Source: an optimization exercise on an open RTL-to-GDS flow (aim: small area, a short achievable clock period and few clock cycles per item). Production flows keep margins and buffers that such runs may drop.
The RTL was checked by simulation tests, not by an equivalence proof against the original design.
Power is estimated from default activity; no workload was simulated.

File: flow/run.sh
#!/bin/bash
# synth_recipe.tcl (not shown) runs the flow's synth.tcl, then flattens the netlist and writes it again
# the make line also repeats each setting of config.mk as NAME=value (left out here)
make -C /OpenROAD-flow-scripts/flow DESIGN_CONFIG=/design/flow/config.mk WORK_HOME=/design/flow/orfs CLKGATE_MAP_FILE= SYNTH_SCRIPT=/design/flow/synth_recipe.tcl finish
File: flow/config.mk
export PLATFORM = sky130hd
export DESIGN_NAME = mm_top
export DESIGN_NICKNAME = mm_top
export VERILOG_FILES = /design/flow/design.v
export SDC_FILE = /design/flow/constraint.sdc
export NUM_CORES = 4
export LEC_CHECK = 0
export CAP_MARGIN = 20
export CORE_MARGIN = 2
export CORE_UTILIZATION = 40
export SLEW_MARGIN = 20
File: flow/constraint.sdc
create_clock -name core_clock -period 10.0 [get_ports {clk}]
set_input_delay 2.0000 -clock core_clock [delete_from_list [all_inputs] [get_ports {clk}]]
set_output_delay 2.0000 -clock core_clock [all_outputs]
set_load 0.01 [all_outputs]
File: flow/design.v
module mm_top(
    input  logic       clk,
    input  logic       rst,
    input  logic       read,
    input  logic       start,
    input  logic [7:0] in_data,
    input  logic [2:0] ram_slot,
    output logic       finish,
    output logic [8:0] out_data
);
    localparam int W0 = 17, W1 = 17, W2 = 15, W3 = 13;
    localparam int RW = W0 + W1 + W2 + W3;   
    localparam int O1 = W0, O2 = W0 + W1, O3 = W0 + W1 + W2;
    typedef enum logic [1:0] {IDLE = 2'd0, COMP = 2'd1, READ = 2'd2} state_t;
    state_t     state;
    logic [4:0] cnt;         
    logic [2:0] slot_q;      
    logic       fin_q;
    logic [1:0] g;           
    wire idle    = (state == IDLE);
    wire cmd_c   = idle && start;
    wire cmd_r   = idle && !start && read;
    always_ff @(posedge clk) begin
        g <= g + 2'd1;
        if (rst) begin
            state <= IDLE;
            cnt   <= 5'd0;
            fin_q <= 1'b0;
        end else begin
            fin_q <= (state == COMP) && (cnt == 5'd30);
            case (state)
                IDLE: begin
                    cnt <= cmd_c ? 5'd1 : 5'd0;
                    if (cmd_c) state <= COMP;
                    else if (cmd_r) state <= READ;
                end
                COMP: begin
                    cnt <= cnt + 5'd1;
                    if (cnt == 5'd31) state <= IDLE;
                end
                default: begin
                    cnt <= cnt + 5'd1;
                    if (cnt == 5'd31) state <= IDLE;
                end
            endcase
        end
    end
    always_ff @(posedge clk) begin
        if (idle) slot_q <= ram_slot;
    end
    assign finish = fin_q;
    logic [7:0] din_q;
    logic       v1, v2;
    logic [4:0] n1, n2;
    logic [2:0] d1, d2;
    wire in_valid = !rst && (cmd_c || state == COMP);
    wire [4:0] in_n = idle ? 5'd0 : cnt;
    wire [2:0] in_d = idle ? ram_slot : slot_q;
    always_ff @(posedge clk) begin
        din_q <= in_data;
        v1 <= in_valid;
        n1 <= in_n;
        d1 <= in_d;
        v2 <= v1;
        n2 <= n1;
        d2 <= d1;
    end
    function automatic logic [27:0] crow(input logic [2:0] k);
        case (k)
            3'd0: crow = {7'd1,  7'd18, 7'd8,   7'd3};
            3'd1: crow = {7'd10, 7'd40, 7'd125, 7'd22};
            3'd2: crow = {7'd4,  7'd3,  7'd2,   7'd121};
            3'd3: crow = {7'd0,  7'd2,  7'd4,   7'd127};
            3'd4: crow = {7'd2,  7'd16, 7'd120, 7'd8};
            3'd5: crow = {7'd12, 7'd9,  7'd6,   7'd3};
            3'd6: crow = {7'd1,  7'd1,  7'd1,   7'd1};
            default: crow = {7'd2, 7'd2, 7'd2,  7'd2};
        endcase
    endfunction
    wire [2:0] k1 = n1[4:2];
    logic [14:0] p0, p1, p2, p3;
    wire [27:0] cr = crow(k1);
    always_ff @(posedge clk) begin
        p0 <= 15'(din_q) * 15'(cr[6:0]);
        p1 <= 15'(din_q) * 15'(cr[13:7]);
        p2 <= 15'(din_q) * 15'(cr[20:14]);
        p3 <= 15'(din_q) * 15'(cr[27:21]);
    end
    logic [RW-1:0] acc [0:3];
    wire first2 = (n2[4:2] == 3'd0);
    wire last2  = (n2[4:2] == 3'd7);
    wire [RW-1:0] ah = first2 ? '0 : acc[0];
    wire [W0-1:0] s0 = ah[O1-1:0]  + W0'(p0);
    wire [W1-1:0] s1 = ah[O2-1:O1] + W1'(p1);
    wire [W2-1:0] s2 = ah[O3-1:O2] + W2'(p2);
    wire [W3-1:0] s3 = ah[RW-1:O3] + W3'(p3);
    wire [RW-1:0] sum = {s3, s2, s1, s0};
    always_ff @(posedge clk) begin
        acc[0] <= acc[1];
        acc[1] <= acc[2];
        acc[2] <= acc[3];
        acc[3] <= sum;
    end
    wire wr = v2 && last2;
    wire [4:0] u_nx = idle ? 5'd0 : (cnt + 5'd1);
    wire [1:0] ri = u_nx[2:1];
    wire [1:0] rj = u_nx[4:3];
    wire       rh = u_nx[0];
    wire [2:0] rslot = idle ? ram_slot : slot_q;
    logic [8:0] slot_out [0:7];
    for (genvar x = 0; x < 8; x++) begin : g_slot
        logic [RW-1:0] ring0, ring1, ring2, ring3;
        logic [1:0] base;    
        wire we = wr && (d2 == 3'(x));
        always_ff @(posedge clk) begin
            ring0 <= ring1;
            ring1 <= ring2;
            ring2 <= ring3;
            ring3 <= we ? sum : ring0;
            if (we && n2[1:0] == 2'd0) base <= g;
        end
        wire [1:0] pos = base + ri - g;
        logic [RW-1:0] row;
        always_comb begin
            case (pos)
                2'd0: row = ring0;
                2'd1: row = ring1;
                2'd2: row = ring2;
                default: row = ring3;
            endcase
        end
        logic [16:0] word;
        always_comb begin
            case (rj)
                2'd0: word = row[O1-1:0];
                2'd1: word = row[O2-1:O1];
                2'd2: word = 17'(row[O3-1:O2]);
                default: word = 17'(row[RW-1:O3]);
            endcase
        end
        assign slot_out[x] = rh ? {1'b0, word[16:9]} : word[8:0];
    end
    logic [8:0] out_q;
    always_ff @(posedge clk) begin
        out_q <= slot_out[rslot];
    end
    assign out_data = out_q;
endmodule
==> results by group, run 1 <==
Status
  • Status: complete, no violations

Die
  • Die H: between 400 and 500 um
  • Die Wd: between 400 and 500 um
  • Initial Utilization: between 40% and 50%
  • Die Area: 0.201 mm^2
  • Top Ports: 25
  • # rows: roughly 160
  • Core Region: around 0.2 mm^2

Timing
  • Final worst slack: 3.80 ns
  • Max Slew Vio Count: 0
  • Final setup skew: around 0.085 ns
  • Final Hold Violating Endpoints: 0
  • Final min period: about 6.2 ns
  • RSZ-0062 raised after global routing: false
  • # setup viols final: 0
  • Final worst path period share: between 60% and 70%
  • Final setup TNS: 0 ns
  • Slew margin rel.: just over 20%
  • Worst-Margin Slew: between 1 and 1.5 ns
  • Max Fclk: 161 MHz

Final layout
  • FF+latch area: approximately 0.047 mm^2
  • Fillers: 17,892
  • Cell area after layout: slightly above 0.09 mm^2
  • Multi-input logic area: 0.0303 mm^2
  • Layout area overhead: 14.6%
  • Layout cells sized above 1: between 10 and 15%
  • Final nets: around 7,000

Yosys
  • Post-synthesis xor/xnor area fraction: ~1.8%
  • Mapped Area: a little under 0.08 mm^2
  • Synth Area in Simple Gates: a little under a tenth
  • Post-Syn Area per Cell: 11.7 um^2
  • Synthesized-area fraction occupied by adder cells: 5.38%
  • Seq/Total Area, Yosys: between 50% and 60%
  • Most frequent cell after synthesis: dfxtp_1
  • Main combinational cell family by area after synthesis: multiplexers
  • Mapped Cells: between 6,000 and 7,000
  • Ys Warns: 3
  • Synth cell types: 83
  • Syn Nets: about 7,100
  • Compound-Gate Fraction of Synth Area: 8.63%
  • Synth cell count leaders: 2,334 x dfxtp_1, 953 x nand2_1, 388 x o21ai_0, 350 x mux2i_1, 255 x a21oi_1
  • Ys async rst share: 0%
  • EDFF count, synth: 16
  • Register bit total from synthesis: between 2,000 and 2,500
  • Ranking of synthesized cells by area: dfxtp_1 59%, mux4_2 6.3%, nand2_1 4.5%
  • Largest area contributor in the netlist: dfxtp_1
  • Leading register cell type out of synthesis: dfxtp_1
  • Yosys top cell area share: between 50% and 60%
  • Mux share of post-synthesis cell area: about an eighth

Global route
  • GRT busiest layer: met2
  • Total grt overflow: 0
  • Grt met3 use: approximately 4.4%
  • Global-route wire length before repair: about 350,000 um
  • Vias in the first global route: about 52,000
  • Initial antenna violation count: 18
  • GR Layer Usage met2: a little under two fifths
  • GRT Total Usage: 23.7%
  • Largest net degree at the start of global routing: 90
  • Met1 global-route usage: roughly a third

Clock network
  • Post-CTS sizing: 0
  • CTS H-tree depth: 4
  • Clk pin slew, worst setup/hold paths: 0.06 ns
  • CTS tree: done
  • Post-CTS Setup Bufs: 0
  • Hold_buf cts: 0
  • CTS Buffer Depth: 3
  • Clock latency on the worst-skew pair: 0.90 ns
  • Root buffer cell: clkbuf_16
  • CTS Buf Count: between 200 and 250
  • Num Clock Sinks: between 2,000 and 2,500

Worst setup path
  • R2R depth: 14
  • Crit. End Element: flip-flop
  • R2R Setup Slk: roughly 3.8 ns
  • Critical Path AT: around 6.9 ns
  • Data required, critical path: ~11 ns
  • Critical Path Source Type: flip-flop
  • WS Path Type: reg2reg
  • Largest fanout on the critical path: 55

Route
  • Vias per cell: between 5 and 6
  • Drc violations: 0
  • Via count: 52,262
  • Routed WL: around 240,000 um
  • First drt pass iteration count: 6
  • Wirelength per Cell: 25.2 um
  • Initial drt markers: around 4,700
  • Antenna Violating Nets Remaining: 0

Run
  • Max-Cap Viols: 0

Worst hold path
  • Min-Delay Path Depth: 0
  • Hold Path Class: reg2reg

Pwr
  • PwrDens: 213 mW/mm^2
  • IR Drop Worst-Case VDD: between 0.15 and 0.2 mV
  • Leak: about 34 nW

Placement
  • Gp weighted congestion: between 0.9 and 1
  • I/O Buffers: 24
  • DP Worst Slack: roughly 4 ns
  • Placed inst area: approximately 0.083 mm^2
  • Placed wire-length estimate: between 150,000 and 200,000 um
layout make-up:
cell class | instances | share of cell area (%)
Inverter | 215 | 0.890
Multi-Input combinational cell | 3875 | 33.4
Sequential cell | 2350 | 52.0
Timing Repair Buffer | 154 | 1.35
Clock inverter | 95 | 1.45
Tap cell | 2640 | 3.64
Clock buffer | 321 | 7.22
Antenna cell | 6 | 0.0165
metal layers:
layer / wire [um] / vias up / share of wire (%)
met4: 12300 / 6 / 5.1
met5: 46 / - / 0.019
met3: 18400 / 521 / 7.6
met1: 104000 / 26043 / 43
met2: 108000 / 2030 / 44
li1: - / 23662 / -
cells in the final DEF, fill, tap and decap left out, types with 31 or more instances in the layout:
cell type	Yosys	routed
a22oi_1	45	45
nor3_1	61	60
o22ai_1	124	124
nor2_1	147	138
a31oi_1	39	39
and2_1	150	150
inv_1	212	211
clkbuf_16	0	223
buf_4	6	128
o21ai_0	388	388
nor4_1	53	51
fa_1	84	84
nor2b_1	31	31
ha_1	206	199
mux2_2	126	126
nand2b_1	33	32
clkbuf_1	235	38
mux2i_1	350	349
a21oi_1	255	254
xnor2_1	85	69
clkinv_2	0	46
dfxtp_1	2334	2334
clkbuf_8	0	60
mux4_2	223	223
nand2_1	953	943
nand3_1	71	69
stage by stage:
stage          power (W)  utilization (%)  instances  hold WS, ns
2_1_floorplan     0.0102                -       6790        0.310
3_3_place_gp      0.0107             42.0       9232        0.310
3_5_place_dp      0.0107             42.1       9234        0.312
5_1_grt           0.0198             46.0       9650        0.299
4_1_cts           0.0194             46.0       9650        0.302
6_report          0.0193             46.0       9656        0.295
kinds of logic after synthesis:
logic type,Yosys count
and+or+nand+nor,1603
DFF,2350
adders and majority gates,290
xor gates and xnor gates,137
muxes,710
AOI/OAI and AO/OA,1135
buffers and inverters,565
report_power, final:
| part | leakage, nW | switching (W) | total, W | internal, W |
|---|---|---|---|---|
| sequential | 19.1 | 0.0000680 | 0.00956 | 0.00949 |
| combinational | 11.6 | 0.000694 | 0.000943 | 0.000249 |
| clock | 3.84 | 0.00376 | 0.00883 | 0.00508 |
| total | 34.5 | 0.00452 | 0.0193 | 0.0148 |
sequential cells by signal, summed over array words and instances (netlist names), 5 cells and up:
register      cells
acc             248
cnt               5
din_q             8
g_slot.base      16
g_slot.ring0    496
g_slot.ring1    496
g_slot.ring2    496
g_slot.ring3    496
n1                5
n2                5
out_q             9
p0               15
p1               15
p2               15
p3               12
worst max-delay path: stages (launching register included):
cell	delay (ns)
dfxtp_1	0.82
inv_2	0.28
ha_1	0.38
nor2_1	0.12
buf_4	0.27
ha_2	0.23
xor2_1	0.07
xnor2_1	0.45
xnor3_4	0.97
buf_4	0.53
mux4_2	0.39
o31ai_1	0.38
a211oi_1	0.22
nor4_1	0.63
a41oi_1	0.22
worst paths after layout:
check / start / end
worst min-delay path: acc[1][39]$_DFF_P_ / acc[0][39]$_DFF_P_
worst max register to register: cnt[0]$_SDFF_PP0_ / out_q[1]$_DFF_P_
worst max-delay path: cnt[0]$_SDFF_PP0_ / out_q[1]$_DFF_P_
worst min register to register: acc[1][39]$_DFF_P_ / acc[0][39]$_DFF_P_
Testbench counts, summed over its fixed seeds: cycles 12,480, items 192.
==> run 2: changes to the inputs <==
--- a/flow/design.v
+++ b/flow/design.v
@@ -86,63 +86,78 @@
         p2 <= 15'(din_q) * 15'(cr[20:14]);
         p3 <= 15'(din_q) * 15'(cr[27:21]);
     end
-    logic [RW-1:0] acc [0:3];
     wire first2 = (n2[4:2] == 3'd0);
     wire last2  = (n2[4:2] == 3'd7);
-    wire [RW-1:0] ah = first2 ? '0 : acc[0];
+    wire [2:0] hsel = v2 ? d2 : slot_q;
+    logic [RW-1:0] heads [0:7];
+    logic [1:0]    bases [0:7];
+    logic [16:0]   col0s [0:7];
+    wire  [RW-1:0] head = heads[hsel];
+    wire  [1:0]    hbase = bases[hsel];
+    wire [RW-1:0] ah = first2 ? '0 : head;
     wire [W0-1:0] s0 = ah[O1-1:0]  + W0'(p0);
     wire [W1-1:0] s1 = ah[O2-1:O1] + W1'(p1);
     wire [W2-1:0] s2 = ah[O3-1:O2] + W2'(p2);
     wire [W3-1:0] s3 = ah[RW-1:O3] + W3'(p3);
     wire [RW-1:0] sum = {s3, s2, s1, s0};
-    always_ff @(posedge clk) begin
-        acc[0] <= acc[1];
-        acc[1] <= acc[2];
-        acc[2] <= acc[3];
-        acc[3] <= sum;
-    end
-    wire wr = v2 && last2;
-    wire [4:0] u_nx = idle ? 5'd0 : (cnt + 5'd1);
-    wire [1:0] ri = u_nx[2:1];
-    wire [1:0] rj = u_nx[4:3];
-    wire       rh = u_nx[0];
+    wire [4:0] u_nx = idle ? 5'd0 : (cnt + 5'd1);    
+    wire [1:0] sp_i = u_nx[2:1];
+    wire       sp_h = u_nx[0];
     wire [2:0] rslot = idle ? ram_slot : slot_q;
-    logic [8:0] slot_out [0:7];
+    logic [8:0] sp_out [0:7];
     for (genvar x = 0; x < 8; x++) begin : g_slot
         logic [RW-1:0] ring0, ring1, ring2, ring3;
         logic [1:0] base;    
-        wire we = wr && (d2 == 3'(x));
+        wire we = v2 && (d2 == 3'(x));
         always_ff @(posedge clk) begin
             ring0 <= ring1;
             ring1 <= ring2;
             ring2 <= ring3;
             ring3 <= we ? sum : ring0;
-            if (we && n2[1:0] == 2'd0) base <= g;
+            if (we && last2 && n2[1:0] == 2'd0) base <= g;
         end
-        wire [1:0] pos = base + ri - g;
-        logic [RW-1:0] row;
+        assign heads[x] = ring0;
+        assign bases[x] = base;
+        wire [1:0] pos = base + sp_i - g;
+        logic [16:0] c0;
         always_comb begin
             case (pos)
-                2'd0: row = ring0;
-                2'd1: row = ring1;
-                2'd2: row = ring2;
-                default: row = ring3;
+                2'd0: c0 = ring0[16:0];
+                2'd1: c0 = ring1[16:0];
+                2'd2: c0 = ring2[16:0];
+                default: c0 = ring3[16:0];
             endcase
         end
-        logic [16:0] word;
-        always_comb begin
-            case (rj)
-                2'd0: word = row[O1-1:0];
-                2'd1: word = row[O2-1:O1];
-                2'd2: word = 17'(row[O3-1:O2]);
-                default: word = 17'(row[RW-1:O3]);
-            endcase
-        end
-        assign slot_out[x] = rh ? {1'b0, word[16:9]} : word[8:0];
+        assign sp_out[x] = sp_h ? {1'b0, c0[16:9]} : c0[8:0];
     end
-    logic [8:0] out_q;
+    wire [5:0] d   = 6'(cnt) + 6'd1;           
+    wire [4:0] m_a = 5'((d + 6'd2) >> 1);
+    wire [4:0] m_b = m_a + 5'd1;
+    wire [1:0] hrow = g - hbase;               
+    wire ok_a = (state == READ) && m_a >= 5'd4 && m_a <= 5'd15 && m_a[1:0] == hrow;
+    wire ok_b = (state == READ) && m_b >= 5'd4 && m_b <= 5'd15 && m_b[1:0] == hrow;
+    wire [4:0] m_f = ok_a ? m_a : m_b;
+    logic [16:0] hcol;
+    always_comb begin
+        case (m_f[3:2])
+            2'd0: hcol = head[O1-1:0];
+            2'd1: hcol = head[O2-1:O1];
+            2'd2: hcol = 17'(head[O3-1:O2]);
+            default: hcol = 17'(head[RW-1:O3]);
+        endcase
+    end
+    logic [16:0] hold0, hold1;
+    logic [7:0]  hi_q;
+    logic [8:0]  out_q;
+    wire  [3:0]  m_nx = u_nx[4:1];
+    wire  [16:0] hold_m = m_nx[0] ? hold1 : hold0;
     always_ff @(posedge clk) begin
-        out_q <= slot_out[rslot];
+        if ((ok_a || ok_b) && !m_f[0]) hold0 <= hcol;
+        if ((ok_a || ok_b) &&  m_f[0]) hold1 <= hcol;
+        hi_q <= hold_m[16:9];
+        if (m_nx < 4'd4) out_q <= sp_out[rslot];
+        else if (!sp_h)  out_q <= hold_m[8:0];
+        else             out_q <= {1'b0, hi_q};
     end
     assign out_data = out_q;
 endmodule
==> results by group, run 2 <==
Status
  • Status: complete, no violations

Yosys
  • Yosys top cell area share: about three fifths
  • EDFF count, synth: 50
  • Synth cell count leaders: 2,094 x dfxtp_1, 917 x nand2_1, 536 x o21ai_0, 221 x nor2_1, 210 x ha_1
  • Largest area contributor in the netlist: dfxtp_1
  • Leading register cell type out of synthesis: dfxtp_1
  • Mapped Cells: 5,957
  • Ys async rst share: 0%
  • Synth cell types: 87
  • Syn Nets: approximately 6,300
  • Seq/Total Area, Yosys: a little under two thirds
  • Post-Syn Area per Cell: roughly 11 um^2
  • Most frequent cell after synthesis: dfxtp_1
  • Mapped Area: around 0.07 mm^2
  • Ranking of synthesized cells by area: dfxtp_1 62%, nand2_1 5.1%, o21ai_0 3.9%
  • Ys Warns: 4
  • Register bit total from synthesis: approximately 2,100

Worst setup path
  • R2R Setup Slk: approximately 3.6 ns
  • CP Launch Point: v2$_DFF_P_
  • Reg-to-reg startpoint: v2$_DFF_P_
  • R2R depth: 17
  • Data required, critical path: between 10 and 15 ns
  • Critical path depth: 17
  • CP bufs+invs: 2
  • Top delay family on crit path: compound AO/OA/AOI/OAI gates
  • Critical Path AT: ~7 ns
  • Critical Path Source Type: flip-flop
  • Cell mode on critical path: a21oi_1
  • RR Endpoint: g_slot[6].ring3[30]$_DFF_P_
  • WS Path Type: reg2reg
  • Largest fanout on the critical path: 31
  • Crit path capture: g_slot[6].ring3[30]$_DFF_P_
  • Slowest CP cell: dfxtp_1
  • Critical Path Max Stage Delay: approximately 0.9 ns
  • CP Cell Sequence: mux2i_4, buf_4, nand2_1, a21oi_1, o32a_1, nand2_1, inv_1, ha_1, a21o_1, a21oi_1, nand2b_1, a31o_2, o211a_1, o21bai_1, a21oi_1, xor2_1, o21ai_0
  • Crit. End Element: flip-flop

Clock network
  • Root buffer cell: clkbuf_16
  • CTS Buffer Depth: 3
  • Hold_buf cts: 0
  • CTS Buf Count: ~200
  • Num Clock Sinks: around 2,100
  • CTS tree: done
  • Clk pin slew, worst setup/hold paths: approximately 0.070 ns
  • Clock latency on the worst-skew pair: approximately 0.84 ns
  • CTS H-tree depth: 4
  • Post-CTS Setup Bufs: 0
  • Post-CTS sizing: 0

Global route
  • Global-route wire length before repair: roughly 280,000 um
  • Largest net degree at the start of global routing: between 90 and 100
  • Vias in the first global route: 42,525
  • GRT Total Usage: between 20% and 30%
  • Initial antenna violation count: 4
  • Total grt overflow: 0

Placement
  • Gp weighted congestion: around 0.9
  • Placed inst area: around 0.071 mm^2
  • Placed wire-length estimate: ~120,000 um
  • I/O Buffers: 24

Timing
  • Max Slew Vio Count: 0
  • Final setup skew: around 0.041 ns
  • Slew margin rel.: 17.6%
  • Final setup TNS: 0 ns
  • Worst-Margin Slew: between 1 and 1.5 ns
  • # setup viols final: 0
  • Final worst path period share: about 64%
  • Final min period: about 6.4 ns
  • Max Fclk: between 150 and 200 MHz
  • RSZ-0062 raised after global routing: false
  • Final Hold Violating Endpoints: 0

Die
  • Die Area: around 0.17 mm^2
  • Die H: roughly 420 um
  • Initial Utilization: 40.2%
  • Die Wd: between 400 and 500 um
  • Top Ports: 25
  • Core Region: approximately 0.17 mm^2
  • # rows: around 150

Final layout
  • Most frequent cells in the layout: 2,094 x dfxtp_1, 913 x nand2_1, 536 x o21ai_0
  • Layout area overhead: 13.8%
  • Final nets: between 6,000 and 7,000
  • Layout cells sized above 1: under 10%
  • Multi-input logic area: 0.0231 mm^2
  • FF+latch area: between 0.04 and 0.05 mm^2
  • Cell area after layout: 0.0775 mm^2
  • Most common cell after layout, fill and taps aside: dfxtp_1
  • Fillers: roughly 15,000

Run
  • Max-Cap Viols: 0

Route
  • Initial drt markers: about 4,200
  • Routed WL: ~180,000 um
  • Wirelength per Cell: between 20 and 25 um
  • Vias per cell: between 5 and 6
  • Via count: ~43,000
  • Antenna Violating Nets Remaining: 0
  • First drt pass iteration count: 5
  • Drc violations: 0

Pwr
  • PwrDens: 266 mW/mm^2
  • Leak: approximately 32 nW
  • IR Drop Worst-Case VDD: 0.196 mV

Worst hold path
  • Hold Path Class: reg2reg
[run 2: metal layers]
layer	wire length [um]	GRT usage (%)	part of all wire, %	vias to the layer above
met1	85400	30.5	46	21049
li1	-	-	-	20342
met3	13100	3.44	7.1	345
met2	79700	31.9	43	1513
met5	0	0	0	-
met4	6500	7.96	3.5	0
[run 2: metrics by stage]
stage / util [%] / total power (W) / worst slack [ns] / std cells / hold WS, ns
after global placement: 41.8 / 0.0130 / 3.79 / 8006 / 0.310
after detailed placement: 41.8 / 0.0131 / 3.72 / 8006 / 0.312
final: 45.8 / 0.0206 / 3.56 / 8375 / 0.299
after global routing: 45.8 / 0.0213 / 3.30 / 8374 / 0.309
after CTS: 45.8 / 0.0207 / 3.67 / 8374 / 0.303
after floorplan: - / 0.0120 / 5.17 / 5957 / 0.310
[run 2: cells by family (layout without fill, tap and decap cells)]
kind of cell | Yosys count | in the layout | synth area share, %
DFF | 2144 | 2144 | 63.8
and+or+nand+nor | 1581 | 1581 | 10.1
AOI/OAI and AO/OA | 1086 | 1086 | 9.53
buffers and inverters | 448 | 647 | 2.64
adders and majority gates | 295 | 295 | 6.36
muxes | 266 | 266 | 5.61
xor gates and xnor gates | 137 | 137 | 1.98
other | 0 | 1 | 0
[run 2: worst min path at each step]
| stage | from | endpoint | slack, ns | cells after the start |
|---|---|---|---|---|
| CTS | g_slot[1].ring1[39]$_DFF_P_ | g_slot[1].ring0[39]$_DFF_P_ | 0.30 | 0 |
| floorplan | g_slot[0].ring1[17]$_DFF_P_ | g_slot[0].ring0[17]$_DFF_P_ | 0.31 | 0 |
| finish | g_slot[4].ring1[38]$_DFF_P_ | g_slot[4].ring0[38]$_DFF_P_ | 0.30 | 0 |
| detailed placement | g_slot[1].ring1[33]$_DFF_P_ | g_slot[1].ring0[33]$_DFF_P_ | 0.31 | 0 |
| global route | g_slot[4].ring1[38]$_DFF_P_ | g_slot[4].ring0[38]$_DFF_P_ | 0.31 | 0 |
| global placement | g_slot[7].ring2[48]$_DFF_P_ | g_slot[7].ring1[48]$_DFF_P_ | 0.31 | 0 |
[run 2: power breakdown]
| part | switching, W | internal (W) | total (W) |
|---|---|---|---|
| sequential | 0.000682 | 0.0102 | 0.0109 |
| clock | 0.00323 | 0.00442 | 0.00766 |
| combinational | 0.00133 | 0.000681 | 0.00201 |
[run 2: cell type report]
type	instances	share of cell area (%)
sequential	2144	56.0
clock inverter	60	0.906
inverter	168	0.814
timing repair buffer	111	1.19
multi-input combinational	3365	29.8
antenna	1	0.00323
clock buffer	308	7.70
tap	2218	3.58
Testbench counts of run 2, summed over its fixed seeds: cycles 12,480, items 192.

==> separate check: timing with driven ports <==
How much do the figures lean on ideal ports? The routed layouts below were timed once more, with nothing changed but the port constraints.
Step 1: set_driving_cell puts a clkbuf_16 on clk and a buf_2 on each other input, an assumption about the parent block.
Step 2 moves the port delays by t, midway between the first and last clock arrival at a register: inputs arrive t later, outputs are due t later. That takes back most of the time a late clock gives input paths.
Slacks: no drivers / after step 1 / after step 2; pairs: no drivers / after step 1.
run	t, ns	setup slack, ns	latest minus earliest clock arrival (ns)	worst register clock-pin slew, ns
run 1	0.954	3.797 / 3.797 / 3.797	0.091 / 0.091	0.07 / 0.07
run 2	0.890	3.560 / 3.560 / 3.560	0.049 / 0.048	0.07 / 0.07
After both steps every run listed still meets setup and hold.
